From an optimization exercise on the open Yosys and OpenROAD flow, aimed at small area, a short achievable clock period and few clock cycles; shortcuts taken in it are not production practice.
RTL that was checked went through simulation tests only; none was proved equivalent to the original.
Function not checked in run 5: the RTL went through the layout flow alone.
No activity file was given, so power comes from the tool's default toggle rates.

==> flow/design.v, too long to show whole: its modules and the start of the top module <==
// module mul_pp: 824 lines
// module flappy_cpu: 223 lines
module flappy_cpu(
    input         clk,
    input         rst,
    input         button,
    output [19:0] imem_addr,
    input  [31:0] imem_rdata,
    output [11:0] dmem_addr,
    output [31:0] dmem_wdata,
    output        dmem_we,
    input  [31:0] dmem_rdata,
    output [31:0] led,
    output        halted);
  // ...
==> flow/flow/run.sh <==
#!/bin/bash
set -euo pipefail
bash standard.sh SETUP_SLACK_MARGIN=18.4 cts > standard_to_cts.log 2>&1
bash standard.sh SETUP_SLACK_MARGIN=18.4 SKIP_GATE_CLONING=1 finish > standard_finish.log 2>&1
==> flow/standard.sh <==
#!/bin/bash
# synth_recipe.tcl (not shown) runs the flow's synth.tcl, then flattens the netlist and writes it again
# the make line also repeats each setting of config.mk as NAME=value (left out here)
make -C /OpenROAD-flow-scripts/flow DESIGN_CONFIG=/design/flow/config.mk WORK_HOME=/design/flow/orfs CLKGATE_MAP_FILE= SYNTH_SCRIPT=/design/flow/synth_recipe.tcl "${@:-finish}"
==> flow/config.mk <==
export PLATFORM = sky130hd
export DESIGN_NAME = flappy_cpu
export DESIGN_NICKNAME = flappy_cpu
export VERILOG_FILES = /design/flow/design.v
export SDC_FILE = /design/flow/constraint.sdc
export NUM_CORES = 4
export LEC_CHECK = 0
export CAP_MARGIN = 20
export CORE_MARGIN = 2
export CORE_UTILIZATION = 40
export SLEW_MARGIN = 20
==> flow/constraint.sdc <==
create_clock -name core_clock -period 25.0 [get_ports {clk}]
set_input_delay 5.0000 -clock core_clock [delete_from_list [all_inputs] [get_ports {clk}]]
set_output_delay 5.0000 -clock core_clock [all_outputs]
set_load 0.01 [all_outputs]
==> impl_results.md, run 1 <==
* Met3 WL at 78,800 um
* Post-DP Area at 85,800 um^2
* Io pins at 165
* Min-Delay Path Class: flip-flop to flip-flop
* CTS tree: built
* Int Power at around 5.8 mW
* Net Sw Frac at approximately 44%
* Status: complete, no violations
* Tmin final at roughly 6.9 ns
* Antenna viol nets, final at 0
* Gp weighted congestion at between 1 and 1.5
* Number of cells on the worst hold path at 2
* Power density cells at around 110 nW/um^2
* Seq. cell area at ~38,000 um^2
* Total iterations of the first detailed-routing run at 14
* Worst-Skew Late Latency at approximately 0.87 ns
* Cts bufs inserted at 150
* RSZ-0062 raised after global routing: true
* Yosys top cell area share at a little over 40%
* Cell chain of the critical path: buf_4 > inv_1 > buf_6 > nor2_1 > a21oi_4 > buf_4 > clkinvlp_2 > a21oi_1 > o21ai_0 > fa_1 > inv_1 > fa_1 > fa_1 > o211ai_1 > a21oi_1
* Largest area contributor in the synthesized netlist: edfxtp_1
* Clock buf count at between 200 and 250
* Via Count at around 80,000
* First-pass GRT wire length at 592,000 um
* Share of cells above drive strength 1 at roughly 14%
* Family with the most delay on the worst path: buffers and inverters
* Hold WS at between 0.4 and 0.5 ns
* Top power group: combinational cells
* Fraction of area in multi-input gates at around 43%
* Hold Crit Start: led_r[16]
Testbench counts, summed over its fixed seeds: cycles 135,073.
==> run 2, diff against run 1 <==
==> flow/flow/run.sh (replaced) <==
#!/bin/bash
set -euo pipefail
ARGS=(SETUP_SLACK_MARGIN=18.4 "BUFFER_PORTS_ARGS=-buffer_cell sky130_fd_sc_hd__buf_4")
bash standard.sh "${ARGS[@]}" cts > standard_to_cts.log 2>&1
bash standard.sh "${ARGS[@]}" SKIP_GATE_CLONING=1 finish > standard_finish.log 2>&1
--- a/flow/config.mk
+++ b/flow/config.mk
@@ -7,5 +7,5 @@
 export LEC_CHECK = 0
 export CAP_MARGIN = 20
 export CORE_MARGIN = 2
-export CORE_UTILIZATION = 40
+export CORE_UTILIZATION = 55
 export SLEW_MARGIN = 20
==> run 2 against run 1 <==
Final cell count fell by 7.4%. Routed wire length fell by 4.5%. Non-clock buffer count shrank 46. Total power is 0.95% higher. Largest cell class unchanged.
==> impl_results.md, run 2 <==
* Status: complete, no violations (unchanged)
* Cell chain of the critical path: buf_4 > buf_6 > a22o_1 > a221oi_1 > and4_1 > a21oi_4 > clkinv_1 > ha_1 > nor4_4 > nand4_1 > nor3_4 > nor2_1 > nand3_1 > o21ai_1 > o211a_1 > o31a_1 > or3_4 > buf_12 > mux2_1 > a22oi_2 > nor2_1 (was buf_4 > inv_1 > buf_6 > nor2_1 > a21oi_4 > buf_4 > clkinvlp_2 > a21oi_1 > o21ai_0 > fa_1 > inv_1 > fa_1 > fa_1 > o211ai_1 > a21oi_1)
* Crit path arrival time at 7.45 ns (was 7.57 ns)
* Met2 WL at 158,000 um (was 169,000 um)
* Main combinational cell family by area after synthesis: compound AO/OA/AOI/OAI gates (unchanged)
* Slew headroom at 14.3% (was 16.1%)
* Die ar. at 149,000 um^2 (was 204,000 um^2)
* Syn-to-layout area delta at 15.2% (was 17.6%)
* GRT Util Overall at 54.8% (was 41.7%)
* CP Launch Type: flip-flop (unchanged)
* Synth Area per Inst at 10.3 um^2 (unchanged)
* Largest stage delay on the critical path at 0.58 ns (was 1.00 ns)
* Net Sw Frac at 45.2% (was 44.5%)
* Vias per cell at 8.09 (was 7.43)
* Antenna viol nets, final at 0 (unchanged)
* Post-synthesis adder-cell area fraction at 8.06% (unchanged)
* Clock Sinks at 1,325 (unchanged)
* Vias in the first global route at 71,700 (was 72,100)
* Simple-Gate Fraction of Synth Area at 9.60% (unchanged)
* CTS tree: built (unchanged)
* Critical path required time at 25.64 ns (was 25.71 ns)
* Tmin final at 6.81 ns (was 6.86 ns)
* Xor/xnor share of the synthesized area at 2.90% (unchanged)
* Commonest non-fill, non-tap cell in the layout: edfxtp_1 (unchanged)
* Synth Instances at 7,809 (unchanged)
* Port Buffers at 162 (unchanged)
* Max-slew violations at 0 (unchanged)
* Setup crit end kind: flip-flop (unchanged)
* Io pins at 165 (unchanged)
* Period utilization at 27.2% (was 27.4%)
* Largest net degree at the start of global routing at 91 (was 79)
* Seq. cell area at 37,400 um^2 (was 37,500 um^2)
* Cts bufs inserted at 144 (was 150)
* Worst-Skew Late Latency at 0.82 ns (was 0.87 ns)
* Die W at 386 um (was 452 um)
* CTS Hold Bufs at 0 (unchanged)
* Fraction of registers with async set or reset after synthesis at 0% (unchanged)
* Critical Path Most Common Cell: nor2_1 (was fa_1)
* Synth Area in Compound Gates at 25.5% (unchanged)
* Yosys top cell area share at 40.6% (unchanged)
* Worst Tran Pin Value at 1.28 ns (was 1.24 ns)
* Reg with most FFs: g_rf.q (unchanged)
* Initial core utilization at 55.2% (was 40.2%)
* Hold EP: g_rf[31].q[3] (was led_r[16])
* # DRC at 0 (unchanged)
* Clock power share at 22.4% (was 22.5%)
* Post-synth EDFFs at 1,084 (unchanged)
* Reg-to-reg startpoint: s1_e[27] (was fw1_e)
* Post-synthesis register bit count at 1,325 (unchanged)
* Mux cell area share after synthesis at 2.62% (unchanged)
* Int Power at 5.72 mW (was 5.75 mW)
* Top_reg_cell synth: edfxtp_1 (unchanged)
* Area of the multi-input gates at 40,700 um^2 (was 40,900 um^2)
* Leakage Power at 33.2 nW (was 33.6 nW)
* R2r setup slk at 18.19 ns (was 18.14 ns)
* Via Count at 80,300 (was 79,700)
* Unique masters post-synth at 95 (unchanged)
* Post-DP HPWL at 256,000 um (was 270,000 um)
* Total grt overflow at 0 (unchanged)
* Min-Delay Path Class: flip-flop to flip-flop (unchanged)
* Layout Utilization at 63.6% (was 47.2%)
* Yosys Warn Count at 1 (unchanged)
* Die H at 386 um (was 452 um)
* Endpoints failing setup at 0 (unchanged)
* Clk_skew at 0.0604 ns (was 0.0833 ns)
* Pre-CTS WS at 16.86 ns (was 16.59 ns)
* Worst setup margin at 18.19 ns (was 18.14 ns)
* Initial DRC count at 16,800 (was 16,400)
* Mapped Area at 80,100 um^2 (unchanged)
* Uppermost layer routed: met5 (unchanged)
* Met3 WL at 87,000 um (was 78,800 um)
* NumNets Final at 8,313 (was 8,368)
* Critical Path Fanout Max at 18 (was 28)
* Share of cells above drive strength 1 at 15.0% (was 14.4%)
* Commonest cells after routing, fill and taps aside: 1,084 x edfxtp_1, 659 x a21oi_1, 562 x nand2_1 (was 1,084 x edfxtp_1, 660 x a21oi_1, 565 x nand2_1)
* RSZ-0062 raised after global routing: true (unchanged)
* Combinational share of power at 49.5% (was 49.6%)
* Slowest CP cell: edfxtp_1 (was fa_1)
* Rows at 140 (was 164)
* Post-Syn Nets at 8,264 (unchanged)
* Worst r2r path cells at 21 (was 15)
* Clk slew on worst S/H paths at 0.06 ns (about the same)
* Fill cell count at 11,700 (was 18,300)
* Sequential Power Share at 28.0% (was 27.9%)
* Critical path type: flip-flop to flip-flop (unchanged)
* Total iterations of the first detailed-routing run at 14 (unchanged)
* R2R Path End: pc[23] (was res_m[22])
* DR WL/cell at 42.8 um (was 41.5 um)
* H-tree depth at 4 (unchanged)
* Most frequent cells after synthesis: 1,084 x edfxtp_1, 712 x a21oi_1, 575 x nand2_1 (unchanged)
* Part of the Yosys area used for sequential elements at 46.7% (unchanged)
* Largest area contributor in the synthesized netlist: edfxtp_1 (unchanged)
* Hold violation total from the final report at 0 (unchanged)
* Met1 wire length at 139,000 um (was 151,000 um)
* Count leader, synth: edfxtp_1 (unchanged)
* Longest Clk Path Bufs at 3 (unchanged)
* Max Cap Violations at 0 (unchanged)
* Max FFs per register at 992 (unchanged)
* CORE AREA at 145,000 um^2 (was 199,000 um^2)
* Power density cells at 113 nW/um^2 (was 110 nW/um^2)
* Gp weighted congestion at 1.04 (was 1.05)
* Initial antenna violation count at 20 (was 27)
* Hold Crit Start: g_rf[31].q[3] (was led_r[16])
* Clk root buf: clkbuf_16 (unchanged)
* First-pass GRT wire length at 565,000 um (was 592,000 um)
* Fmax achieved at 147 MHz (was 146 MHz)
* Final WL at 424,000 um (was 445,000 um)
* Fin Setup TNS at 0 ns (unchanged)
* Worst IR drop on VDD at 0.152 mV (was 0.183 mV)
* NetSw at 4.73 mW (was 4.60 mW)
* Synth top area cells: edfxtp_1 41%, dfxtp_1 6.0%, a22oi_1 5.3% (unchanged)
* Number of cells on the worst hold path at 2 (unchanged)
==> run 2: cell counts after synthesis <==
Identical to the previous run, type by type.
==> run 2: layer usage <==
| layer | track usage (%) | up-vias |
|---|---|---|
| met3 | 30.9 | 2477 |
| met5 | 2.44 | - |
| met1 | 68.4 | 38200 |
| li1 | - | 30400 |
| met2 | 70.4 | 9221 |
| met4 | 38.1 | 33 |
==> run 2: power groups by stage <==
stage               Combinational, mW  Sequential, mW  Clock, mW
global placement                 4.52            2.96          0
detailed placement               4.54            2.97          0
CTS                              4.66            2.91       2.33
global route                     5.27            2.92       2.41
finish                           5.18            2.93       2.35
floorplan                        2.53            2.88          0
==> run 2: final cells by class <==
type / count / area share [%]
diodes: 30 / 0.0813
clock buffers: 190 / 4.32
clock inverters: 78 / 1.27
inverters: 221 / 0.950
multi-input cells: 5544 / 44.1
flip-flops and latches: 1325 / 40.5
well taps: 1917 / 2.60
repair buffers: 622 / 6.13
==> run 2: worst max path at each step <==
stage / start / end / slack [ns]
finish: s1_e[27] / pc[23] / 18.19
global route: imem_rdata[3] / pc[18] / 18.33
CTS: s2_e[4] / pc[10] / 18.39
detailed placement: s2_e[14] / pc[10] / 16.86
global placement: fw2_e / pc[10] / 16.99
floorplan: imem_rdata[9] / pc[31] / 17.92
==> run 2: cells by family (layout without fill, tap and decap cells) <==
| family | Yosys count | count (layout) |
|---|---|---|
| compound gates | 2996 | 2997 |
| fa+ha+maj | 403 | 403 |
| flops | 1325 | 1325 |
| xor+xnor | 265 | 265 |
| mux | 194 | 194 |
| other cells | 0 | 30 |
| buf+inv | 942 | 1111 |
| simple gates | 1684 | 1685 |
==> run 2: critical path: cells and delay by family (launching register included) <==
kind	cells	cell delay (ns)
buf+inv	4	1.55
fa+ha+maj	1	0.54
simple gates	8	1.99
flops	1	0.58
mux	1	0.33
compound gates	7	1.61
==> run 2: timing repair <==
item                                    in CTS  in global routing
endpoints found under the setup margin     334                143
gates cloned                                 6                  0
gates resized for setup                    166                178
endpoints found under the hold margin        0                  0
setup buffers                               39                 86
pin swaps                                   10                 42
==> run 2: metrics by stage <==
| step | cells | hold WS (ns) | instance area, um^2 | total power, mW |
|---|---|---|---|---|
| 2_1_floorplan | 7809 | 0.346 | 80300 | 5.40 |
| 3_3_place_gp | 9496 | 0.458 | 84300 | 7.48 |
| 3_5_place_dp | 9497 | 0.470 | 84300 | 7.50 |
| 4_1_cts | 9810 | 0.479 | 90600 | 9.90 |
| 5_1_grt | 9898 | 0.502 | 92200 | 10.6 |
| 6_report | 9927 | 0.484 | 92300 | 10.5 |
==> run 3, diff against run 2 <==
==> flow/flow/run.sh (replaced) <==
#!/bin/bash
set -euo pipefail
ARGS=(SETUP_SLACK_MARGIN=18.8 "BUFFER_PORTS_ARGS=-buffer_cell sky130_fd_sc_hd__buf_4")
bash standard.sh "${ARGS[@]}" cts > standard_to_cts.log 2>&1
bash standard.sh "${ARGS[@]}" SKIP_GATE_CLONING=1 finish > standard_finish.log 2>&1
==> run 3 against run 2 <==
Still clean. Final cell count grew 2.2%. Register-to-register slack improved by 0.05 ns. Maximum frequency is 0.71% higher. Sequential cell count unchanged. Largest cell class unchanged.
==> impl_results.md, run 3 <==
* Critical Path Fanout Max at 22 (was 18)
* Reg with most FFs: g_rf.q (unchanged)
* Setup crit end kind: flip-flop (unchanged)
* Fmax achieved at 148 MHz (was 147 MHz)
* # DRC at 0 (unchanged)
* Synth top area cells: edfxtp_1 41%, dfxtp_1 6.0%, a22oi_1 5.3% (unchanged)
* H-tree depth at 4 (unchanged)
* Rows at 140 (unchanged)
* Status: complete, no violations (unchanged)
* Synth Instances at 7,809 (unchanged)
* Clk root buf: clkbuf_16 (unchanged)
* Pre-CTS WS at 16.85 ns (was 16.86 ns)
* Die H at 386 um (unchanged)
* Worst Tran Pin Value at 1.32 ns (was 1.28 ns)
* Vias per cell at 8.14 (was 8.09)
* CORE AREA at 145,000 um^2 (unchanged)
* RSZ-0062 raised after global routing: true (unchanged)
* Die W at 386 um (unchanged)
* Clock Sinks at 1,325 (unchanged)
* Hold violation total from the final report at 0 (unchanged)
* Unique masters post-synth at 95 (unchanged)
* Worst-Skew Late Latency at 0.85 ns (was 0.82 ns)
* Die ar. at 149,000 um^2 (unchanged)
* Mapped Area at 80,100 um^2 (unchanged)
* Max FFs per register at 992 (unchanged)
* Share of cells above drive strength 1 at 19.6% (was 15.0%)
* Post-synth EDFFs at 1,084 (unchanged)
* GRT Util Overall at 56.9% (was 54.8%)
* Largest area contributor in the synthesized netlist: edfxtp_1 (unchanged)
* Layout Utilization at 66.3% (was 63.6%)
* Slew headroom at 12.2% (was 14.3%)
* Initial DRC count at 18,000 (was 16,800)
* Commonest non-fill, non-tap cell in the layout: edfxtp_1 (unchanged)
* First-pass GRT wire length at 583,000 um (was 565,000 um)
* Yosys top cell area share at 40.6% (unchanged)
* Longest Clk Path Bufs at 3 (unchanged)
* Non-Filler Instances at 10,100 (was 9,927)
* Clk slew on worst S/H paths at 0.06 ns (about the same)
* Vias in the first global route at 73,200 (was 71,700)
* Fill cell count at 11,100 (was 11,700)
* Final instance area at 96,200 um^2 (was 92,300 um^2)
* Max-slew violations at 0 (unchanged)
* Fin Setup TNS at 0 ns (unchanged)
* Worst setup margin at 18.24 ns (was 18.19 ns)
* Critical path required time at 25.74 ns (was 25.64 ns)
* Via Count at 82,600 (was 80,300)
* Tmin final at 6.76 ns (was 6.81 ns)
* Top_reg_cell synth: edfxtp_1 (unchanged)
* Io pins at 165 (unchanged)
* Final WL at 442,000 um (was 424,000 um)
* Worst IR drop on VDD at 0.179 mV (was 0.152 mV)
* Post-DP Area at 84,300 um^2 (about the same)
* Largest net degree at the start of global routing at 73 (was 91)
* Port Buffers at 162 (unchanged)
* Syn-to-layout area delta at 20.1% (was 15.2%)
* Antenna viol nets, final at 0 (unchanged)
* Power density cells at 111 nW/um^2 (was 113 nW/um^2)
* Post-synthesis register bit count at 1,325 (unchanged)
* Total iterations of the first detailed-routing run at 11 (was 14)
* Crit path arrival time at 7.51 ns (was 7.45 ns)
* Max Cap Violations at 0 (unchanged)
* CP Launch Type: flip-flop (unchanged)
* Yosys Warn Count at 1 (unchanged)
* Cts bufs inserted at 143 (was 144)
* Placed cell count at 9,494 (was 9,497)
* Post-Syn Nets at 8,264 (unchanged)
* Leakage Power at 34.8 nW (was 33.2 nW)
* Total grt overflow at 0 (unchanged)
* Synth Area per Inst at 10.3 um^2 (unchanged)
* Most frequent cells after synthesis: 1,084 x edfxtp_1, 712 x a21oi_1, 575 x nand2_1 (unchanged)
* Period utilization at 27.1% (was 27.2%)
* Min-Delay Path Class: flip-flop to flip-flop (unchanged)
* Clk_skew at 0.0756 ns (was 0.0604 ns)
* Fraction of registers with async set or reset after synthesis at 0% (unchanged)
* CTS tree: built (unchanged)
* NumNets Final at 8,529 (was 8,313)
* Gp weighted congestion at 1.06 (was 1.04)
* Critical path type: flip-flop to flip-flop (unchanged)
* Post-DP HPWL at 261,000 um (was 256,000 um)
* DR WL/cell at 43.5 um (was 42.8 um)
* Endpoints failing setup at 0 (unchanged)
* Part of the Yosys area used for sequential elements at 46.7% (unchanged)
* Commonest cells after routing, fill and taps aside: 1,084 x edfxtp_1, 642 x a21oi_1, 562 x nand2_1 (was 1,084 x edfxtp_1, 659 x a21oi_1, 562 x nand2_1)
* Initial antenna violation count at 32 (was 20)
* Initial core utilization at 55.2% (unchanged)
* Count leader, synth: edfxtp_1 (unchanged)
run 3: cell types whose count changed in the layout (fill, tap and decap cells not counted), sizes merged, moves of 6 or more:
cell and delta:
bufbuf +9, buf +202, clkbuf -12, diode +9, inv -6, clkinvlp +26
run 3: timing repair:
item,in CTS,in global routing
endpoints found under the setup margin,319,388
gates resized for setup,597,245
pin swaps,85,100
gates cloned,22,0
buffers inserted,202,126
hold buffers,0,0
run 3: cell families (layout without fill, tap and decap cells):
group | count (synthesis) | count (layout) | synth area share, %
compound gates | 2996 | 2997 | 25.5
xor+xnor | 265 | 265 | 2.90
fa+ha+maj | 403 | 403 | 8.06
buf+inv | 942 | 1322 | 4.64
flops | 1325 | 1325 | 46.7
mux | 194 | 194 | 2.62
other cells | 0 | 39 | 0
simple gates | 1684 | 1685 | 9.60
run 3: stage by stage:
stage | power, mW | hold slack [ns]
2_1_floorplan | 5.40 | 0.346
3_3_place_gp | 7.39 | 0.453
3_5_place_dp | 7.42 | 0.444
4_1_cts | 9.96 | 0.461
5_1_grt | 10.8 | 0.488
6_report | 10.6 | 0.472
run 3: final timing paths:
path | slack, ns | depth (start not counted) | start | endpoint
min | 0.47 | 0 | pc[31] | pc_e[31]
min reg2reg | 0.47 | 0 | pc[31] | pc_e[31]
max reg2reg | 18.24 | 21 | s1_e[16] | pc[8]
max | 18.24 | 21 | s1_e[16] | pc[8]
run 3: where the power goes:
part	internal, mW	total (mW)	switching [mW]
clock network	1.28	2.30	1.01
logic	1.85	5.42	3.58
registers	2.75	2.92	0.165
total	5.88	10.6	4.76
run 3: final cells by class:
class / instances / area (um^2) / share of cell area (%)
diodes: 39 / 97.6 / 0.101
clock buffers: 176 / 3800 / 3.95
clock inverters: 86 / 1240 / 1.28
inverters: 221 / 960 / 0.997
multi-input cells: 5544 / 41400 / 43.0
flip-flops and latches: 1325 / 37600 / 39.1
well taps: 1917 / 2400 / 2.49
repair buffers: 835 / 8690 / 9.03
repair inverters: 4 / 28.8 / 0.0299
run 3: critical path: stages (launching register included):
cell,delay (ns)
edfxtp_1,0.32
buf_4,0.63
buf_4,0.46
a22oi_1,0.16
nand2_1,0.09
nor3_1,0.07
a21oi_4,0.67
clkinv_4,0.48
ha_1,0.54
nor4_4,0.44
nand4_1,0.22
nor3_4,0.37
nor2_1,0.10
nand2_1,0.12
mux2i_4,0.11
o211a_1,0.30
o31a_1,0.28
or3_4,0.40
bufbuf_16,0.30
a211oi_4,0.33
o21ai_4,0.08
a21oi_2,0.14
run 3: layer usage:
| layer | track usage, % | routed length [um] |
|---|---|---|
| met5 | 0 | 732 |
| met4 | 40.5 | 45300 |
| met3 | 34.0 | 92600 |
| met2 | 72.2 | 161000 |
| met1 | 70.3 | 142000 |
==> run 4, diff against run 3 <==
==> flow/run.sh (new file) <==
#!/bin/bash
# synth_recipe.tcl (not shown) runs the flow's synth.tcl, then flattens the netlist and writes it again
# the make line also repeats each setting of config.mk as NAME=value (left out here)
make -C /OpenROAD-flow-scripts/flow DESIGN_CONFIG=/design/flow/config.mk WORK_HOME=/design/flow/orfs CLKGATE_MAP_FILE= SYNTH_SCRIPT=/design/flow/synth_recipe.tcl finish
removed: flow/flow/run.sh
removed: flow/standard.sh
==> run 4 against run 3 <==
Largest cell class unchanged. Synthesized cell count unchanged. Utilization fell by 4.5 points. Die area did not move. Sequential share of layout area up 2.6 points. Count of clock-buffer cells in the layout rose by 14. Critical path depth unchanged. Final cell count decreased by 3.7%. Maximum frequency down 21%.
==> impl_results.md, run 4 <==
* Max FFs per register at 992 (unchanged)
* Status: complete, no violations (unchanged)
* Largest area contributor in the synthesized netlist: edfxtp_1 (unchanged)
* Max-slew violations at 0 (unchanged)
* Largest net degree at the start of global routing at 74 (was 73)
* Non-Filler Instances at 9,776 (was 10,100)
* Total grt overflow at 0 (unchanged)
* Share of cells above drive strength 1 at 9.42% (was 19.6%)
* Fill cell count at 11,900 (was 11,100)
* Period utilization at 34.3% (was 27.1%)
* Vias per cell at 8.07 (was 8.14)
* Hold violation total from the final report at 0 (unchanged)
* Rows at 140 (unchanged)
* Worst IR drop on VDD at 0.124 mV (was 0.179 mV)
* Final WL at 414,000 um (was 442,000 um)
* Yosys Warn Count at 1 (unchanged)
* Postcts setup bufs at 0 (was 202)
* Tmin final at 8.59 ns (was 6.76 ns)
* Initial antenna violation count at 25 (was 32)
* H-tree depth at 4 (unchanged)
* Via Count at 78,900 (was 82,600)
* Hold Crit Start: g_rf[31].q[27] (was pc[31])
* Worst r2r path cells at 21 (unchanged)
* # DRC at 0 (unchanged)
* R2R Path End: pc[10] (was pc[8])
* Clk_skew at 0.0947 ns (was 0.0756 ns)
* Number of cells on the worst hold path at 2 (was 0)
* Worst Tran Pin Value at 1.35 ns (was 1.32 ns)
* Clock Sinks at 1,325 (unchanged)
* Post-synthesis register bit count at 1,325 (unchanged)
* Critical Path Fanout Max at 22 (unchanged)
* Synth Area per Inst at 10.3 um^2 (unchanged)
* Count leader, synth: edfxtp_1 (unchanged)
* Cts bufs inserted at 143 (unchanged)
* Reg-to-reg startpoint: s2_e[2] (was s1_e[16])
* Commonest cells after routing, fill and taps aside: 1,084 x edfxtp_1, 685 x a21oi_1, 574 x nand2_1 (was 1,084 x edfxtp_1, 642 x a21oi_1, 562 x nand2_1)
* Yosys top cell area share at 40.6% (unchanged)
* Antenna viol nets, final at 0 (unchanged)
* Worst-Skew Late Latency at 0.85 ns (about the same)
* Leakage Power at 31.7 nW (was 34.8 nW)
* Synth Instances at 7,809 (unchanged)
* Top_reg_cell synth: edfxtp_1 (unchanged)
* Gp weighted congestion at 1.03 (was 1.06)
* Crit path arrival time at 9.26 ns (was 7.51 ns)
* Fmax achieved at 116 MHz (was 148 MHz)
* Most frequent cells after synthesis: 1,084 x edfxtp_1, 712 x a21oi_1, 575 x nand2_1 (unchanged)
* Post-DP HPWL at 257,000 um (was 261,000 um)
* Critical path required time at 25.67 ns (was 25.74 ns)
* Commonest non-fill, non-tap cell in the layout: edfxtp_1 (unchanged)
* Syn-to-layout area delta at 11.9% (was 20.1%)
* Power density cells at 113 nW/um^2 (was 111 nW/um^2)
* Mapped Area at 80,100 um^2 (unchanged)
* First-pass GRT wire length at 563,000 um (was 583,000 um)
* Fraction of registers with async set or reset after synthesis at 0% (unchanged)
* Overall Power at 10.1 mW (was 10.6 mW)
* Post-CTS Resized at 0 (was 597)
* Die W at 386 um (unchanged)
* Placed cell count at 9,491 (was 9,494)
* RSZ-0062 raised after global routing: false (was true)
* Max Cap Violations at 0 (unchanged)
* Die ar. at 149,000 um^2 (unchanged)
* Initial DRC count at 16,200 (was 18,000)
* CTS Hold Bufs at 0 (unchanged)
* CP Launch Type: flip-flop (unchanged)
* Part of the Yosys area used for sequential elements at 46.7% (unchanged)
* Reg with most FFs: g_rf.q (unchanged)
* Unique masters post-synth at 95 (unchanged)
* Critical path type: flip-flop to flip-flop (unchanged)
* Hold EP: g_rf[31].q[27] (was pc_e[31])
* Post-Syn Nets at 8,264 (unchanged)
* Fin Setup TNS at 0 ns (unchanged)
* R2r setup slk at 16.41 ns (was 18.24 ns)
* Post-synth EDFFs at 1,084 (unchanged)
* Endpoints failing setup at 0 (unchanged)
* Min-Delay Path Class: flip-flop to flip-flop (unchanged)
* Clk root buf: clkbuf_16 (unchanged)
* Port Buffers at 162 (unchanged)
* Longest Clk Path Bufs at 3 (unchanged)
* DR WL/cell at 42.4 um (was 43.5 um)
* Setup crit end kind: flip-flop (unchanged)
* Origin of the worst setup path: s2_e[2] (was s1_e[16])
* Initial core utilization at 55.2% (unchanged)
* Slew headroom at 9.45% (was 12.2%)
* Clk slew on worst S/H paths at 0.06 ns (about the same)
* Synth top area cells: edfxtp_1 41%, dfxtp_1 6.0%, a22oi_1 5.3% (unchanged)
* CORE AREA at 145,000 um^2 (unchanged)
* NumNets Final at 8,175 (was 8,529)
* Total iterations of the first detailed-routing run at 10 (was 11)
* Io pins at 165 (unchanged)
* GRT Util Overall at 54.4% (was 56.9%)
* Vias in the first global route at 71,900 (was 73,200)
* CTS tree: built (unchanged)
* Die H at 386 um (unchanged)
==> run 4: worst max-delay path by stage <==
stage | slack (ns) | cells after the start | end
final | 16.41 | 21 | pc[10]
after global routing | 16.17 | 24 | pc[10]
after CTS | 17.00 | 22 | pc[10]
after detailed placement | 16.29 | 14 | pc[30]
after global placement | 16.30 | 14 | pc[30]
after floorplan | 17.71 | 15 | pc[22]
==> run 4: cells by family after synthesis <==
group	synth area share, %
compound gates	25.5
xor+xnor	2.90
fa+ha+maj	8.06
buf+inv	4.64
flops	46.7
mux	2.62
simple gates	9.60
==> run 4: stage by stage <==
stage	hold WS [ns]	util (%)	instance area, um^2	setup slack, ns
floorplan	0.346	-	80100	17.71
global placement	0.462	58.2	84500	16.30
detailed placement	0.470	58.2	84600	16.29
CTS	0.482	61.7	89500	17.00
global route	0.504	61.7	89600	16.17
finish	0.481	61.8	89700	16.41
==> run 4: where the power goes <==
part	switching (mW)	leakage (nW)	total [mW]	internal, mW
combinational	3.37	17.2	4.92	1.56
clock	0.992	2.38	2.24	1.25
sequential	0.212	12.1	2.96	2.75
==> run 4: worst max-delay path: stages, from the launching register on <==
cell	delay, ns
edfxtp_1	1.00
buf_4	0.74
a22o_1	0.26
a221oi_1	0.05
nand4_1	0.42
o22ai_4	0.31
a21boi_4	0.21
clkinv_1	0.75
ha_1	0.67
nor4_1	0.37
nand4_1	0.17
nor3_1	0.72
nor2_1	0.12
nand3_1	0.11
o21ai_0	0.20
o211a_1	0.34
nor4_1	0.33
or3_1	0.55
buf_4	0.42
mux2_1	0.35
a22oi_1	0.18
nor2_1	0.05
==> run 4: routing by layer <==
layer	vias up	wire, um	track usage (%)
li1	30000	-	-
met1	37500	140000	69.7
met2	8910	153000	69.7
met3	2384	82100	28.5
met4	35	38600	37.5
met5	-	381	0.585
==> run 4: area by class of cell <==
cell class                      instances  area, um^2  share of cell area [%]
Antenna cell                           18        45.0                  0.0502
Timing Repair Buffer                  487        4080                    4.55
Tap cell                             1917        2400                    2.67
Inverter                              221         832                   0.928
Sequential cell                      1325       37400                    41.7
Clock buffer                          190        3940                    4.39
Clock inverter                         76        1010                    1.12
Multi-Input combinational cell       5542       40000                    44.6
==> module flappy_cpu, before the edit <==
module flappy_cpu(
    input         clk,
    input         rst,
    input         button,
    output [19:0] imem_addr,
    input  [31:0] imem_rdata,
    output [11:0] dmem_addr,
    output [31:0] dmem_wdata,
    output        dmem_we,
    input  [31:0] dmem_rdata,
    output [31:0] led,
    output        halted);
   reg [31:2] pc;         
   reg [31:0] ir;         
   reg        ec_e;       
   reg [31:2] pc_e;       
   reg        pred_e;     
   reg        v_e;        
   reg        halted_r;
   reg [31:0] led_r;
   reg [31:0] res_m;      
   reg [31:0] sd_m;       
   reg [31:0] m2_m;       
   reg [31:0] m3_m;
   reg [13:0] t31_m;      
   reg [4:0]  rd_m;
   reg        wb_m;       
   reg        ld_m;
   reg        lbu_m;
   reg        st_m;
   reg        mul_m;
   wire [4:0] opc = ir[6:2];
   wire [2:0] f3  = ir[14:12];
   wire is_load  = opc == 5'b00000;
   wire is_opi   = opc == 5'b00100;
   wire is_auipc = opc == 5'b00101;
   wire is_store = opc == 5'b01000;
   wire is_op    = opc == 5'b01100;
   wire is_lui   = opc == 5'b01101;
   wire is_br    = opc == 5'b11000;
   wire is_jalr  = opc == 5'b11001;
   wire is_jal   = opc == 5'b11011;
   wire is_ecall = ec_e;
   wire is_mul   = is_op & ir[25];
   wire [4:0] ra1 = ir[19:15];
   wire [4:0] ra2 = ir[24:20];
   wire [4:0] rd  = ir[11:7];
   wire use1 = ~(is_lui | is_auipc | is_jal);
   wire use2 = is_op | is_store | is_br | is_ecall;
   wire writes_rd = is_load | is_opi | is_op | is_auipc | is_lui | is_jal | is_jalr;
   wire [31:0] imm_i = {{20{ir[31]}}, ir[31:20]};
   wire [31:0] imm_s = {{20{ir[31]}}, ir[31:25], ir[11:7]};
   wire [31:0] imm_b = {{19{ir[31]}}, ir[31], ir[7], ir[30:25], ir[11:8], 1'b0};
   wire [31:0] imm_u = {ir[31:12], 12'b0};
   wire [31:0] imm_j = {{11{ir[31]}}, ir[31], ir[19:12], ir[20], ir[30:21], 1'b0};
   wire        rf_we = wb_m;
   wire [31:0] wd;
   wire [31:0] rv [0:31];
   assign rv[0] = 32'd0;
   genvar gi;
   generate
      for (gi = 1; gi < 32; gi = gi + 1) begin : g_rf
         reg [31:0] q;
         always @(posedge clk)
            if (gi == 31 && button)
               q <= 32'd1;
            else if (rf_we && rd_m == gi)
               q <= wd;
         assign rv[gi] = q;
      end
   endgenerate
   reg [31:1] s1_e, s2_e;
   reg [31:0] r1, r2;
   integer k;
   always @(*) begin
      r1 = 32'd0;
      r2 = 32'd0;
      for (k = 1; k < 32; k = k + 1) begin
         r1 = r1 | (rv[k] & {32{s1_e[k]}});
         r2 = r2 | (rv[k] & {32{s2_e[k]}});
      end
   end
   reg fw1_e, fw2_e, dep_e;
   wire [31:0] a  = fw1_e ? res_m : r1;
   wire [31:0] b2 = fw2_e ? res_m : r2;
   wire stall = v_e & dep_e;
   wire [31:0] b = (is_op | is_br) ? b2 : (is_store ? imm_s : imm_i);
   wire sub = is_br | ((is_op | is_opi) & (f3[2:1] == 2'b01)) | (is_op & ir[30] & (f3 == 3'b000));
   wire [31:0] sum = a + (sub ? ~b : b) + {31'd0, sub};
   wire lt_s = (a[31] ^ b[31]) ? a[31] : sum[31];
   wire lt_u = (a[31] ^ b[31]) ? b[31] : sum[31];
   wire eq   = (a == b);
   wire        left = ~f3[2];
   wire [31:0] a_rev;
   wire [31:0] sh_r;
   wire [31:0] sh;
   generate
      for (gi = 0; gi < 32; gi = gi + 1) begin : g_rev
         assign a_rev[gi] = a[31 - gi];
         assign sh[gi] = left ? sh_r[31 - gi] : sh_r[gi];
      end
   endgenerate
   wire [31:0] sh_in = left ? a_rev : a;
   wire [32:0] sh_x  = {ir[30] & sh_in[31], sh_in};
   wire [32:0] sh_o  = $signed(sh_x) >>> b[4:0];
   assign sh_r = sh_o[31:0];
   reg [31:0] alu;
   always @(*) begin
      case (f3)
         3'b000: alu = sum;
         3'b001: alu = sh;
         3'b010: alu = {31'd0, lt_s};
         3'b011: alu = {31'd0, lt_u};
         3'b100: alu = a ^ b;
         3'b101: alu = sh;
         3'b110: alu = a | b;
         default: alu = a & b;
      endcase
   end
   wire [31:0] tgt  = {pc_e, 2'b00} + (is_jal ? imm_j : (is_br ? imm_b : imm_u));
   wire [31:2] link = pc_e + 30'd1;
   wire [31:0] res = is_lui ? imm_u :
                     is_auipc ? tgt :
                     (is_jal | is_jalr) ? {link, 2'b00} :
                     is_mul ? mul_r0 :
                     (is_op | is_opi) ? alu : sum;
   wire [31:0] mul_r0, mul_r1, mul_r2, mul_r3;
   wire [13:0] mul_t31;
   mul_pp u_mul(.a(a), .b(b2), .r0(mul_r0), .r1(mul_r1), .r2(mul_r2), .r3(mul_r3), .t31(mul_t31));
   wire cond = f3[2] ? ((f3[1] ? lt_u : lt_s) ^ f3[0]) : (eq ^ f3[0]);
   wire go    = v_e & ~stall;
   wire taken    = is_jal | is_jalr | (is_br & cond);
   wire redirect = go & (pred_e ? ~taken : taken);
   wire [31:2] target = pred_e ? link : (is_jalr ? sum[31:2] : tgt[31:2]);
   wire a7_34    = (a == 32'd34);
   wire halt_now = go & is_ecall & ~a7_34;
   wire led_now  = go & is_ecall & a7_34;
   wire if_ec = (imem_rdata[6:2] == 5'b11100) & ~imem_rdata[21];
   wire [31:0] if_ir = imem_rdata | {8'd0, if_ec, 1'b0, if_ec, 1'b0, if_ec, 3'd0, if_ec, 15'd0};
   wire [31:0] if_s1 = 32'd1 << if_ir[19:15];
   wire [31:0] if_s2 = 32'd1 << if_ir[24:20];
   wire [4:0] if_op  = imem_rdata[6:2];
   wire if_use1 = ~((if_op == 5'b01101) | (if_op == 5'b00101) | (if_op == 5'b11011));
   wire if_use2 = (if_op == 5'b01100) | (if_op == 5'b01000) | (if_op == 5'b11000) | if_ec;
   wire wb_next = go & writes_rd & (rd != 5'd0);
   wire if_m1   = wb_next & (if_ir[19:15] == rd);
   wire if_m2   = wb_next & (if_ir[24:20] == rd);
   wire if_dep  = (is_load | is_mul) & ((if_use1 & if_m1) | (if_use2 & if_m2));
   wire        if_pred = (imem_rdata[6:2] == 5'b11000) & (&{imem_rdata[31:28], imem_rdata[7]});
   wire [6:0]  if_lo   = {1'b0, pc[7:2]} + {1'b0, imem_rdata[27:25], imem_rdata[11:9]};
   wire [31:8] pc_hi_m1 = pc[31:8] - 24'd1;
   wire [31:2] if_tgt  = {if_lo[6] ? pc[31:8] : pc_hi_m1, if_lo[5:0]};
   always @(posedge clk) begin
      if (rst) begin
         pc       <= 30'd0;
         v_e      <= 1'b0;
         halted_r <= 1'b0;
         led_r    <= 32'd0;
      end else if (!halted_r) begin
         if (halt_now) begin
            halted_r <= 1'b1;
            v_e      <= 1'b0;
         end else if (!stall) begin
            pc  <= redirect ? target : (if_pred ? if_tgt : pc + 30'd1);
            v_e <= ~redirect;
         end
         if (led_now)
            led_r <= b2;
      end
      if (!stall) begin
         ir     <= if_ir;
         ec_e   <= if_ec;
         pc_e   <= pc;
         pred_e <= if_pred;
         s1_e <= if_s1[31:1];
         s2_e <= if_s2[31:1];
         fw1_e  <= if_m1;
         fw2_e  <= if_m2;
         dep_e  <= if_dep;
      end else begin
         fw1_e  <= 1'b0;
         fw2_e  <= 1'b0;
         dep_e  <= 1'b0;
      end
   end
   wire issue = go & ~halted_r & ~rst;
   always @(posedge clk) begin
      res_m <= res;
      sd_m  <= is_mul ? mul_r1 : b2;
      m2_m  <= mul_r2;
      m3_m  <= mul_r3;
      t31_m <= mul_t31;
      rd_m  <= rd;
      wb_m  <= issue & writes_rd & (rd != 5'd0);
      ld_m  <= is_load;
      lbu_m <= f3[2];
      st_m  <= issue & is_store;
      mul_m <= is_mul;
   end
   reg [7:0] lbyte;
   always @(*) begin
      case (res_m[1:0])
         2'd0: lbyte = dmem_rdata[7:0];
         2'd1: lbyte = dmem_rdata[15:8];
         2'd2: lbyte = dmem_rdata[23:16];
         default: lbyte = dmem_rdata[31:24];
      endcase
   end
   wire [31:0] m3x = {m3_m[31] ^ (^t31_m), m3_m[30:0]};
   wire [31:0] p1s = res_m ^ sd_m ^ m2_m;
   wire [31:0] p1c = (res_m & sd_m) | (res_m & m2_m) | (sd_m & m2_m);
   wire [31:0] p2s = p1s ^ {p1c[30:0], 1'b0} ^ m3x;
   wire [31:0] p2c = (p1s & {p1c[30:0], 1'b0}) | (p1s & m3x) | ({p1c[30:0], 1'b0} & m3x);
   wire [31:0] prod = p2s + {p2c[30:0], 1'b0};
   assign wd = ld_m ? (lbu_m ? {24'd0, lbyte} : dmem_rdata) :
               mul_m ? prod : res_m;
   assign imem_addr  = pc[21:2];
   assign dmem_addr  = res_m[13:2];
   assign dmem_wdata = sd_m;
   assign dmem_we    = st_m;
   assign led        = led_r;
   assign halted     = halted_r;
endmodule
==> run 5, diff against run 4 <==
--- a/flow/design.v
+++ b/flow/design.v
@@ -905,10 +905,10 @@
          r2 = r2 | (rv[k] & {32{s2_e[k]}});
       end
    end
-   reg fw1_e, fw2_e, dep_e;
-   wire [31:0] a  = fw1_e ? res_m : r1;
-   wire [31:0] b2 = fw2_e ? res_m : r2;
-   wire stall = v_e & dep_e;
+   wire [31:0] a  = (wb_m && rd_m == ra1) ? res_m : r1;
+   wire [31:0] b2 = (wb_m && rd_m == ra2) ? res_m : r2;
+   wire stall = v_e & wb_m & (ld_m | mul_m) &
+                ((use1 & (rd_m == ra1)) | (use2 & (rd_m == ra2)));
    wire [31:0] b = (is_op | is_br) ? b2 : (is_store ? imm_s : imm_i);
    wire sub = is_br | ((is_op | is_opi) & (f3[2:1] == 2'b01)) | (is_op & ir[30] & (f3 == 3'b000));
    wire [31:0] sum = a + (sub ? ~b : b) + {31'd0, sub};
@@ -964,13 +964,6 @@
    wire [31:0] if_ir = imem_rdata | {8'd0, if_ec, 1'b0, if_ec, 1'b0, if_ec, 3'd0, if_ec, 15'd0};
    wire [31:0] if_s1 = 32'd1 << if_ir[19:15];
    wire [31:0] if_s2 = 32'd1 << if_ir[24:20];
-   wire [4:0] if_op  = imem_rdata[6:2];
-   wire if_use1 = ~((if_op == 5'b01101) | (if_op == 5'b00101) | (if_op == 5'b11011));
-   wire if_use2 = (if_op == 5'b01100) | (if_op == 5'b01000) | (if_op == 5'b11000) | if_ec;
-   wire wb_next = go & writes_rd & (rd != 5'd0);
-   wire if_m1   = wb_next & (if_ir[19:15] == rd);
-   wire if_m2   = wb_next & (if_ir[24:20] == rd);
-   wire if_dep  = (is_load | is_mul) & ((if_use1 & if_m1) | (if_use2 & if_m2));
    wire        if_pred = (imem_rdata[6:2] == 5'b11000) & (&{imem_rdata[31:28], imem_rdata[7]});
    wire [6:0]  if_lo   = {1'b0, pc[7:2]} + {1'b0, imem_rdata[27:25], imem_rdata[11:9]};
    wire [31:8] pc_hi_m1 = pc[31:8] - 24'd1;
@@ -999,13 +992,6 @@
          pred_e <= if_pred;
          s1_e <= if_s1[31:1];
          s2_e <= if_s2[31:1];
-         fw1_e  <= if_m1;
-         fw2_e  <= if_m2;
-         dep_e  <= if_dep;
-      end else begin
-         fw1_e  <= 1'b0;
-         fw2_e  <= 1'b0;
-         dep_e  <= 1'b0;
       end
    end
    wire issue = go & ~halted_r & ~rst;
==> flow/flow/run.sh (new file) <==
#!/bin/bash
set -euo pipefail
bash standard.sh SETUP_SLACK_MARGIN=18.4 finish > standard_flow.log 2>&1
==> flow/standard.sh (new file) <==
#!/bin/bash
# synth_recipe.tcl (not shown) runs the flow's synth.tcl, then flattens the netlist and writes it again
# the make line also repeats each setting of config.mk as NAME=value (left out here)
make -C /OpenROAD-flow-scripts/flow DESIGN_CONFIG=/design/flow/config.mk WORK_HOME=/design/flow/orfs CLKGATE_MAP_FILE= SYNTH_SCRIPT=/design/flow/synth_recipe.tcl "${@:-finish}"
--- a/flow/config.mk
+++ b/flow/config.mk
@@ -7,5 +7,5 @@
 export LEC_CHECK = 0
 export CAP_MARGIN = 20
 export CORE_MARGIN = 2
-export CORE_UTILIZATION = 55
+export CORE_UTILIZATION = 40
 export SLEW_MARGIN = 20
removed: flow/run.sh
==> run 5 against run 4 <==
The layout now fails its checks (capacitance limit, slew limit). Synthesized cell count is 0.82% lower. Hold slack worse by 0.027 ns. Total power is 2.2% higher. Clock power is 2% higher. Critical path type unchanged. Largest cell class unchanged.
==> impl_results.md, run 5 <==
* Clk slew on worst S/H paths at 0.06 ns (about the same)
* Die W at 452 um (was 386 um)
* Antenna viol nets, final at 0 (unchanged)
* Via Count at 78,900 (about the same)
* NumNets Final at 8,326 (was 8,175)
* Post-synthesis register bit count at 1,322 (was 1,325)
* Leakage Power at 33.7 nW (was 31.7 nW)
* CP Launch Type: flip-flop (unchanged)
* Hold EP: pc_e[10] (was g_rf[31].q[27])
* Synth Instances at 7,745 (was 7,809)
* Max Cap Violations at 1 (was 0)
* Rows at 164 (was 140)
* Cell chain of the critical path: buf_6 > a22oi_1 > nand4_1 > nor2_1 > a31oi_4 > buf_12 > inv_1 > buf_6 > maj3_1 > a22oi_1 > fa_1 > fa_1 > inv_1 > fa_1 > o21ai_0 > o211ai_1 (was buf_4 > a22o_1 > a221oi_1 > nand4_1 > o22ai_4 > a21boi_4 > clkinv_1 > ha_1 > nor4_1 > nand4_1 > nor3_1 > nor2_1 > nand3_1 > o21ai_0 > o211a_1 > nor4_1 > or3_1 > buf_4 > mux2_1 > a22oi_1 > nor2_1)
* Critical path required time at 25.63 ns (was 25.67 ns)
* Initial antenna violation count at 22 (was 25)
* Largest stage delay on the critical path at 0.76 ns (was 1.00 ns)
* Clk_skew at 0.0853 ns (was 0.0947 ns)
* CORE AREA at 200,000 um^2 (was 145,000 um^2)
* Gp weighted congestion at 1.03 (about the same)
* Power density cells at 109 nW/um^2 (was 113 nW/um^2)
* Placed cell count at 10,200 (was 9,491)
* Post-Syn Nets at 8,200 (was 8,264)
* Family with the most delay on the worst path: adder cells (was simple AND/OR/NAND/NOR gates)
* Largest net degree at the start of global routing at 79 (was 74)
* CTS tree: built (unchanged)
* Yosys Warn Count at 1 (unchanged)
* Endpoints failing setup at 0 (unchanged)
* Post-DP Area at 85,900 um^2 (was 84,600 um^2)
* Period utilization at 27.5% (was 34.3%)
* Critical Path Fanout Max at 32 (was 22)
* DR WL/cell at 41.6 um (was 42.4 um)
* First-pass GRT wire length at 594,000 um (was 563,000 um)
* Initial core utilization at 40.3% (was 55.2%)
* Reg-to-reg startpoint: s1_e[18] (was s2_e[2])
* Longest Clk Path Bufs at 3 (unchanged)
* Fraction of registers with async set or reset after synthesis at 0% (unchanged)
* Io pins at 165 (unchanged)
* Vias per cell at 7.40 (was 8.07)
* Part of the Yosys area used for sequential elements at 46.4% (was 46.7%)
* Tmin final at 6.88 ns (was 8.59 ns)
* Slew headroom at -83.1% (was 9.45%)
* Syn-to-layout area delta at 18.2% (was 11.9%)
* Fin Setup TNS at 0 ns (unchanged)
* Total iterations of the first detailed-routing run at 12 (was 10)
* Final WL at 444,000 um (was 414,000 um)
* # DRC at 0 (unchanged)
* Count leader, synth: edfxtp_1 (unchanged)
* Max-slew violations at 3 (was 0)
* Reg with most FFs: g_rf.q (unchanged)
* Setup crit end kind: flip-flop (unchanged)
* Critical Path Most Common Cell: fa_1
* Min-Delay Path Class: flip-flop to flip-flop (unchanged)
* Commonest non-fill, non-tap cell in the layout: edfxtp_1 (unchanged)
* RSZ-0062 raised after global routing: true (was false)
* WP buf/inv at 5 (was 3)
* CTS Hold Bufs at 0 (unchanged)
* Cts bufs inserted at 148 (was 143)
* Share of cells above drive strength 1 at 15.2% (was 9.42%)
* Max FFs per register at 992 (unchanged)
* Synth top area cells: edfxtp_1 40%, dfxtp_1 5.9%, a22oi_1 5.5% (was edfxtp_1 41%, dfxtp_1 6.0%, a22oi_1 5.3%)
* Port Buffers at 162 (unchanged)
* Crit path arrival time at 7.51 ns (was 9.26 ns)
* GRT Util Overall at 41.6% (was 54.4%)
* Top_reg_cell synth: edfxtp_1 (unchanged)
* Worst Tran Pin Value at 2.73 ns (was 1.35 ns)
* Worst IR drop on VDD at 0.130 mV (was 0.124 mV)
* Vias in the first global route at 73,000 (was 71,900)
* Unique masters post-synth at 97 (was 95)
* Fmax achieved at 145 MHz (was 116 MHz)
* Initial DRC count at 16,600 (was 16,200)
* Hold violation total from the final report at 0 (unchanged)
* H-tree depth at 4 (unchanged)
* Total grt overflow at 0 (unchanged)
* Non-Filler Instances at 10,700 (was 9,776)
* Synth Area per Inst at 10.4 um^2 (was 10.3 um^2)
* Worst-Skew Late Latency at 0.85 ns (about the same)
* Most frequent cells after synthesis: 1,084 x edfxtp_1, 632 x a21oi_1, 588 x a22oi_1 (was 1,084 x edfxtp_1, 712 x a21oi_1, 575 x nand2_1)
* Post-DP HPWL at 269,000 um (was 257,000 um)
* Die ar. at 205,000 um^2 (was 149,000 um^2)
* Critical path type: flip-flop to flip-flop (unchanged)
* Number of cells on the worst hold path at 0 (was 2)
* R2r setup slk at 18.12 ns (was 16.41 ns)
* Commonest cells after routing, fill and taps aside: 1,084 x edfxtp_1, 594 x a21oi_1, 585 x a22oi_1 (was 1,084 x edfxtp_1, 685 x a21oi_1, 574 x nand2_1)
* Clk root buf: clkbuf_16 (unchanged)
* Status: failed layout checks (was complete, no violations)
* Clock Sinks at 1,322 (was 1,325)
* R2R Path End: res_m[25] (was pc[10])
* Hold Crit Start: pc[10] (was g_rf[31].q[27])
* Worst r2r path cells at 16 (was 21)
* Slowest CP cell: edfxtp_1 (unchanged)
* Post-synth EDFFs at 1,084 (unchanged)
* Layout Check Fails: capacitance limit, slew limit
* Final instance area at 95,000 um^2 (was 89,700 um^2)
* Die H at 452 um (was 386 um)
* Yosys top cell area share at 40.5% (was 40.6%)
* Mapped Area at 80,400 um^2 (was 80,100 um^2)
* Largest area contributor in the synthesized netlist: edfxtp_1 (unchanged)
[run 5: changes by cell type after synthesis, moves of 34 or more]
| cell | before | now |
|---|---|---|
| clkbuf_1 | 547 | 512 |
| a222oi_1 | 5 | 66 |
| a21oi_1 | 712 | 632 |
| nor2_1 | 498 | 551 |
| a22o_1 | 263 | 210 |
| o21ai_0 | 452 | 393 |
| buf_2 | 18 | 65 |
| nand4_1 | 122 | 171 |
| nand2_1 | 575 | 432 |
| a221oi_1 | 307 | 273 |
[run 5: cell type report]
cell class              count  area (um^2)
fillers                 18200       105000
diodes                     16         40.0
inverters                 243          960
flip-flops and latches   1322        37500
clock buffers             201         4070
clock inverters            69          888
well taps                2656         3320
repair inverters            1         8.76
repair buffers            688         6790
multi-input cells        5467        41400
[run 5: how the worst max path moves through the flow]
stage                              from         to  slack (ns)  depth (start not counted)
after floorplan           imem_rdata[4]     pc[28]       17.95                         11
after global placement          s2_e[6]      pc[2]       15.76                         26
after detailed placement        s2_e[6]      pc[2]       15.61                         26
after CTS                      s2_e[12]      pc[2]       18.33                         24
after global routing            s2_e[7]  res_m[26]       18.22                         21
final                          s1_e[18]  res_m[25]       18.12                         16
[run 5: per-layer routing]
metal | wire, um | track usage (%)
met5 | 533 | 1.12
met4 | 47800 | 33.7
met3 | 72900 | 17.8
met2 | 177000 | 58.3
met1 | 145000 | 49.2
[run 5: cells by family after synthesis]
group,count (synthesis),share of synthesized area (%)
mux,229,3.07
simple gates,1666,9.69
buf+inv,962,4.78
xor+xnor,257,2.81
flops,1322,46.4
fa+ha+maj,422,8.27
compound gates,2887,24.9
[run 5: power breakdown]
part / total, mW / internal, mW / switching (mW) / leakage [nW]
Clock: 2.28 / 1.30 / 0.986 / 2.41
Combinational: 5.11 / 1.69 / 3.42 / 19.2
Sequential: 2.95 / 2.77 / 0.173 / 12.1
[run 5: what timing repair did]
item                       CTS  global route
pin swaps                   53            76
resized for setup          485           179
setup endpoints to repair  190            76
gates cloned                13            11
buffers inserted            99            89
[run 5: metrics by stage]
stage                     utilization [%]  setup slack (ns)  power [mW]  hold slack [ns]
final                                47.6             18.12        10.3            0.454
after global routing                 47.6             18.22        10.6            0.457
after CTS                            46.7             18.33        9.95            0.443
after detailed placement             43.0             15.61        7.58            0.458
after global placement               43.0             15.76        7.57            0.445
after floorplan                         -             17.95        5.50            0.358
==> run 6, diff against run 5 <==
--- a/flow/design.v
+++ b/flow/design.v
@@ -905,10 +905,10 @@
          r2 = r2 | (rv[k] & {32{s2_e[k]}});
       end
    end
-   wire [31:0] a  = (wb_m && rd_m == ra1) ? res_m : r1;
-   wire [31:0] b2 = (wb_m && rd_m == ra2) ? res_m : r2;
-   wire stall = v_e & wb_m & (ld_m | mul_m) &
-                ((use1 & (rd_m == ra1)) | (use2 & (rd_m == ra2)));
+   reg fw1_e, fw2_e, dep_e;
+   wire [31:0] a  = fw1_e ? res_m : r1;
+   wire [31:0] b2 = fw2_e ? res_m : r2;
+   wire stall = v_e & dep_e;
    wire [31:0] b = (is_op | is_br) ? b2 : (is_store ? imm_s : imm_i);
    wire sub = is_br | ((is_op | is_opi) & (f3[2:1] == 2'b01)) | (is_op & ir[30] & (f3 == 3'b000));
    wire [31:0] sum = a + (sub ? ~b : b) + {31'd0, sub};
@@ -951,8 +951,11 @@
                      (is_op | is_opi) ? alu : sum;
    wire [31:0] mul_r0, mul_r1, mul_r2, mul_r3;
    wire [13:0] mul_t31;
-   mul_pp u_mul(.a(a), .b(b2), .r0(mul_r0), .r1(mul_r1), .r2(mul_r2), .r3(mul_r3), .t31(mul_t31));
-   wire cond = f3[2] ? ((f3[1] ? lt_u : lt_s) ^ f3[0]) : (eq ^ f3[0]);
+   mul_pp u_mul(.a(r1), .b(r2), .r0(mul_r0), .r1(mul_r1), .r2(mul_r2), .r3(mul_r3), .t31(mul_t31));
+   wire        br_sgn = ~f3[1];
+   wire        br_lt  = {a[31] ^ br_sgn, a[30:0]} < {b2[31] ^ br_sgn, b2[30:0]};
+   wire        br_eq  = (a == b2);
+   wire cond = f3[2] ? (br_lt ^ f3[0]) : (br_eq ^ f3[0]);
    wire go    = v_e & ~stall;
    wire taken    = is_jal | is_jalr | (is_br & cond);
    wire redirect = go & (pred_e ? ~taken : taken);
@@ -964,6 +967,15 @@
    wire [31:0] if_ir = imem_rdata | {8'd0, if_ec, 1'b0, if_ec, 1'b0, if_ec, 3'd0, if_ec, 15'd0};
    wire [31:0] if_s1 = 32'd1 << if_ir[19:15];
    wire [31:0] if_s2 = 32'd1 << if_ir[24:20];
+   wire [4:0] if_op  = imem_rdata[6:2];
+   wire if_use1 = ~((if_op == 5'b01101) | (if_op == 5'b00101) | (if_op == 5'b11011));
+   wire if_use2 = (if_op == 5'b01100) | (if_op == 5'b01000) | (if_op == 5'b11000) | if_ec;
+   wire wb_next = go & writes_rd & (rd != 5'd0);
+   wire if_m1   = wb_next & (if_ir[19:15] == rd);
+   wire if_m2   = wb_next & (if_ir[24:20] == rd);
+   wire if_mul  = (if_op == 5'b01100) & imem_rdata[25];
+   wire if_dep  = ((is_load | is_mul) & ((if_use1 & if_m1) | (if_use2 & if_m2))) |
+                  (if_mul & (if_m1 | if_m2));
    wire        if_pred = (imem_rdata[6:2] == 5'b11000) & (&{imem_rdata[31:28], imem_rdata[7]});
    wire [6:0]  if_lo   = {1'b0, pc[7:2]} + {1'b0, imem_rdata[27:25], imem_rdata[11:9]};
    wire [31:8] pc_hi_m1 = pc[31:8] - 24'd1;
@@ -992,6 +1004,13 @@
          pred_e <= if_pred;
          s1_e <= if_s1[31:1];
          s2_e <= if_s2[31:1];
+         fw1_e  <= if_m1;
+         fw2_e  <= if_m2;
+         dep_e  <= if_dep;
+      end else begin
+         fw1_e  <= 1'b0;
+         fw2_e  <= 1'b0;
+         dep_e  <= 1'b0;
       end
    end
    wire issue = go & ~halted_r & ~rst;
==> flow/flow/run.sh (replaced) <==
#!/bin/bash
set -euo pipefail
ARGS=(SETUP_SLACK_MARGIN=18.4 "BUFFER_PORTS_ARGS=-buffer_cell sky130_fd_sc_hd__buf_4")
bash standard.sh "${ARGS[@]}" cts > standard_to_cts.log 2>&1
bash standard.sh "${ARGS[@]}" SKIP_GATE_CLONING=1 finish > standard_finish.log 2>&1
--- a/flow/config.mk
+++ b/flow/config.mk
@@ -7,5 +7,5 @@
 export LEC_CHECK = 0
 export CAP_MARGIN = 20
 export CORE_MARGIN = 2
-export CORE_UTILIZATION = 40
+export CORE_UTILIZATION = 55
 export SLEW_MARGIN = 20
==> run 6 against run 5 <==
Now clean on timing, DRC and antenna. Sequential share of layout area grew 0.96 points. Final area shrank 2.5%. Setup slack gained 0.054 ns. Critical path depth grew 3. Final cell count shrank 6.2%. Count of clock-buffer cells in the layout shrank 8. Combinational power shrank 3%. Clock skew is essentially flat.
==> impl_results.md, run 6 <==
* Slowest CP cell: fa_1 (was edfxtp_1)
* Commonest cells after routing, fill and taps aside: 1,084 x edfxtp_1, 738 x a22oi_1, 536 x a21oi_1 (was 1,084 x edfxtp_1, 594 x a21oi_1, 585 x a22oi_1)
* Final instance area at 92,600 um^2 (was 95,000 um^2)
* Clk slew on worst S/H paths at 0.06 ns (about the same)
* Largest net degree at the start of global routing at 80 (was 79)
* Slew headroom at 12.8% (was -83.1%)
* Initial core utilization at 55.4% (was 40.3%)
* R2r setup slk at 18.17 ns (was 18.12 ns)
* Longest Clk Path Bufs at 3 (unchanged)
* Via Count at 81,600 (was 78,900)
* Synth top area cells: edfxtp_1 40%, a22oi_1 6.8%, dfxtp_1 5.9% (was edfxtp_1 40%, dfxtp_1 5.9%, a22oi_1 5.5%)
* Reg-to-reg startpoint: s1_e[5] (was s1_e[18])
* Critical Path Fanout Max at 27 (was 32)
* Worst IR drop on VDD at 0.143 mV (was 0.130 mV)
* Yosys Warn Count at 1 (unchanged)
* # DRC at 0 (unchanged)
* Antenna viol nets, final at 0 (unchanged)
* Clock Sinks at 1,325 (was 1,322)
* Initial antenna violation count at 26 (was 22)
* Critical path type: flip-flop to flip-flop (unchanged)
* RSZ-0062 raised after global routing: true (unchanged)
* Clk_skew at 0.0857 ns (was 0.0853 ns)
* Die H at 390 um (was 452 um)
* Reg with most FFs: g_rf.q (unchanged)
* Synth Area per Inst at 10.3 um^2 (was 10.4 um^2)
* Max FFs per register at 992 (unchanged)
* CTS tree: built (unchanged)
* Critical path required time at 25.65 ns (was 25.63 ns)
* Fmax achieved at 147 MHz (was 145 MHz)
* Die ar. at 152,000 um^2 (was 205,000 um^2)
* Hold violation total from the final report at 0 (unchanged)
* Fin Setup TNS at 0 ns (unchanged)
* Vias in the first global route at 74,000 (was 73,000)
* Hold WS at 0.470 ns (was 0.454 ns)
* Initial DRC count at 17,500 (was 16,600)
* Share of cells above drive strength 1 at 14.4% (was 15.2%)
* Tmin final at 6.83 ns (was 6.88 ns)
* Post-DP HPWL at 279,000 um (was 269,000 um)
* Max Cap Violations at 0 (was 1)
* CTS Hold Bufs at 0 (unchanged)
* R2R Path End: res_m[29] (was res_m[25])
* Largest area contributor in the synthesized netlist: edfxtp_1 (unchanged)
* Leakage Power at 32.9 nW (was 33.7 nW)
* Synth Instances at 7,940 (was 7,745)
* Worst Tran Pin Value at 1.29 ns (was 2.73 ns)
* Io pins at 165 (unchanged)
* Top_reg_cell synth: edfxtp_1 (unchanged)
* CORE AREA at 148,000 um^2 (was 200,000 um^2)
* Family with the most delay on the worst path: adder cells (unchanged)
* Vias per cell at 8.15 (was 7.40)
* H-tree depth at 4 (unchanged)
* Gp weighted congestion at 1.07 (was 1.03)
* Part of the Yosys area used for sequential elements at 45.6% (was 46.4%)
* Commonest non-fill, non-tap cell in the layout: edfxtp_1 (unchanged)
* CP Launch Type: flip-flop (unchanged)
* Post-synthesis register bit count at 1,325 (was 1,322)
* Fraction of registers with async set or reset after synthesis at 0% (unchanged)
* Worst-Skew Late Latency at 0.85 ns (about the same)
* Total grt overflow at 0 (unchanged)
* Post-DP Area at 85,800 um^2 (was 85,900 um^2)
* NumNets Final at 8,422 (was 8,326)
* Hold EP: led_r[18] (was pc_e[10])
* Syn-to-layout area delta at 12.9% (was 18.2%)
* Setup crit end kind: flip-flop (unchanged)
* Cell chain of the critical path: buf_6 > a22o_1 > a221oi_1 > and4_1 > and2_1 > o21ai_0 > o221ai_1 > a21oi_1 > fa_1 > fa_1 > fa_1 > inv_1 > fa_1 > a211oi_1 > a21oi_1 > nor2_1 > nand3_1 > a2111oi_2 > a211oi_2 (was buf_6 > a22oi_1 > nand4_1 > nor2_1 > a31oi_4 > buf_12 > inv_1 > buf_6 > maj3_1 > a22oi_1 > fa_1 > fa_1 > inv_1 > fa_1 > o21ai_0 > o211ai_1)
* Yosys top cell area share at 39.7% (was 40.5%)
* Most frequent cells after synthesis: 1,084 x edfxtp_1, 742 x a22oi_1, 559 x a21oi_1 (was 1,084 x edfxtp_1, 632 x a21oi_1, 588 x a22oi_1)
* Rows at 141 (was 164)
* Unique masters post-synth at 106 (was 97)
* Power density cells at 110 nW/um^2 (was 109 nW/um^2)
* Post-synth EDFFs at 1,084 (unchanged)
* Clk root buf: clkbuf_16 (unchanged)
* First-pass GRT wire length at 588,000 um (was 594,000 um)
* Post-Syn Nets at 8,427 (was 8,200)
* Largest stage delay on the critical path at 0.80 ns (was 0.76 ns)
* Count leader, synth: edfxtp_1 (unchanged)
* Mapped Area at 82,000 um^2 (was 80,400 um^2)
* Status: complete, no violations (was failed layout checks)
* Period utilization at 27.3% (was 27.5%)
* Final WL at 435,000 um (was 444,000 um)
* Endpoints failing setup at 0 (unchanged)
* Max-slew violations at 0 (was 3)
* Layout Utilization at 62.6% (was 47.6%)
* WP buf/inv at 2 (was 5)
* Min-Delay Path Class: flip-flop to flip-flop (unchanged)
* Cts bufs inserted at 144 (was 148)
* DR WL/cell at 43.5 um (was 41.6 um)
* Die W at 390 um (was 452 um)
* Crit path arrival time at 7.47 ns (was 7.51 ns)
* Critical Path Most Common Cell: fa_1 (unchanged)
* Number of cells on the worst hold path at 2 (was 0)
* Hold Crit Start: led_r[18] (was pc[10])
* GRT Util Overall at 55.5% (was 41.6%)
* Total iterations of the first detailed-routing run at 15 (was 12)
* Port Buffers at 162 (unchanged)
* Worst r2r path cells at 19 (was 16)
-- run 6: changes by cell type after synthesis, sizes merged, moves of 36 or more --
cell | before | now
clkbuf | 512 | 467
a221oi | 276 | 157
a22oi | 589 | 742
o221ai | 79 | 163
mux2i | 203 | 126
o21ai | 405 | 450
nand2 | 432 | 536
a21oi | 633 | 560
a22o | 210 | 109
and2 | 25 | 61
nand3 | 135 | 180
-- run 6: area by class of cell --
class	instances	area (um^2)
Timing Repair inverter	1	7.51
Timing Repair Buffer	555	4650
Sequential cell	1325	37400
Clock buffer	193	3920
Clock inverter	68	1150
Inverter	246	936
Antenna cell	26	65.1
Multi-Input combinational cell	5662	42000
Fill cell	12000	55300
Tap cell	1930	2410
-- run 6: report_power, final --
part	internal [mW]	switching (mW)	leakage, nW	total (mW)
clock	1.34	0.978	2.45	2.31
sequential	2.74	0.170	12.1	2.91
combinational	1.64	3.33	18.3	4.97
-- run 6: kinds of logic (layout without fill, tap and decap cells) --
family / count (synthesis) / in the layout / synth area share, %
other: 0 / 26 / 0
and+or+nand+nor: 1841 / 1841 / 10.6
AOI/OAI and AO/OA: 2920 / 2920 / 24.5
muxes: 204 / 204 / 3.23
buffers and inverters: 953 / 1063 / 4.84
xor gates and xnor gates: 240 / 240 / 2.59
DFF: 1325 / 1325 / 45.6
adders and majority gates: 457 / 457 / 8.64
-- run 6: worst max path at each step --
stage	startpoint	to	slack (ns)	cells after the start
floorplan	imem_rdata[4]	pc[22]	17.86	10
global placement	s2_e[19]	res_m[29]	16.60	26
detailed placement	s2_e[19]	res_m[29]	16.70	26
CTS	s2_e[4]	res_m[29]	18.23	23
global route	imem_rdata[3]	pc[28]	18.18	13
finish	s1_e[5]	res_m[29]	18.17	19
-- run 6: routing by layer --
metal  GRT usage [%]  vias up  routed length, um
met2            73.9     9181             166000
met1            66.8    38600             139000
met3            29.3     2855              81800
met5           0.957        -                723
met4            43.1       30              47200
li1                -    30900                  -
-- run 6: through the flow --
step,worst slack (ns),instances,power [mW]
after global placement,16.60,9669,7.45
after floorplan,17.86,7940,5.48
after CTS,18.23,9952,9.78
after global routing,18.18,9984,10.4
final,18.17,10000,10.2
after detailed placement,16.70,9669,7.48
-- run 6: worst reg2reg max path: stages (launching register included) --
cell	delay, ns
edfxtp_1	0.67
buf_6	0.38
a22o_1	0.37
a221oi_1	0.31
and4_1	0.35
and2_1	0.73
o21ai_0	0.18
o221ai_1	0.11
a21oi_1	0.15
fa_1	0.55
fa_1	0.42
fa_1	0.54
inv_1	0.05
fa_1	0.80
a211oi_1	0.14
a21oi_1	0.15
nor2_1	0.08
nand3_1	0.11
a2111oi_2	0.05
a211oi_2	0.48
-- run 6: repair_timing --
item | 4_1_cts | 5_1_grt
setup buffers | 20 | 25
cloned | 2 | 0
setup endpoints to repair | 93 | 94
pin swaps | 25 | 39
resized for setup | 152 | 161
Testbench counts of run 6, summed over its fixed seeds: cycles 135,304.

==> separate check: timing with driven ports <==
No port has a modelled driver above. Below, the same layouts with a new extraction and two added sets of constraints.
Step 1: set_driving_cell puts a clkbuf_16 on clk and a buf_2 on each other input, an assumption about the parent block.
Step 2 times the ports against the registers' clock, not the clock port: input delays grow and output delays shrink by t, the midpoint of the rising clock arrivals with the driver on.
Three values: ideal ports, drivers, drivers and shift; two values: the first two.
run | shift t [ns] | slack for setup (ns) | worst hold slack (ns) | cell pins on the clock port's net
run 1 | 0.924 | 18.145 / 18.145 / 17.527 | 0.473 / 0.473 / 0.473 | 1
run 2 | 0.879 | 18.189 / 18.189 / 17.540 | 0.484 / 0.484 / 0.484 | 1
run 3 | 0.908 | 18.237 / 18.237 / 17.566 | 0.472 / 0.472 / 0.472 | 1
run 4 | 0.881 | 16.414 / 16.414 / 16.262 | 0.481 / 0.481 / 0.481 | 1
run 5 | 0.891 | 18.121 / 18.121 / 17.558 | 0.454 / 0.454 / 0.454 | 1
run 6 | 0.899 | 18.175 / 18.175 / 17.354 | 0.470 / 0.470 / 0.470 | 1
For run 6, which loses most, drivers alone change the setup slack by 0.000 ns; drivers and shift together by -0.821 ns.
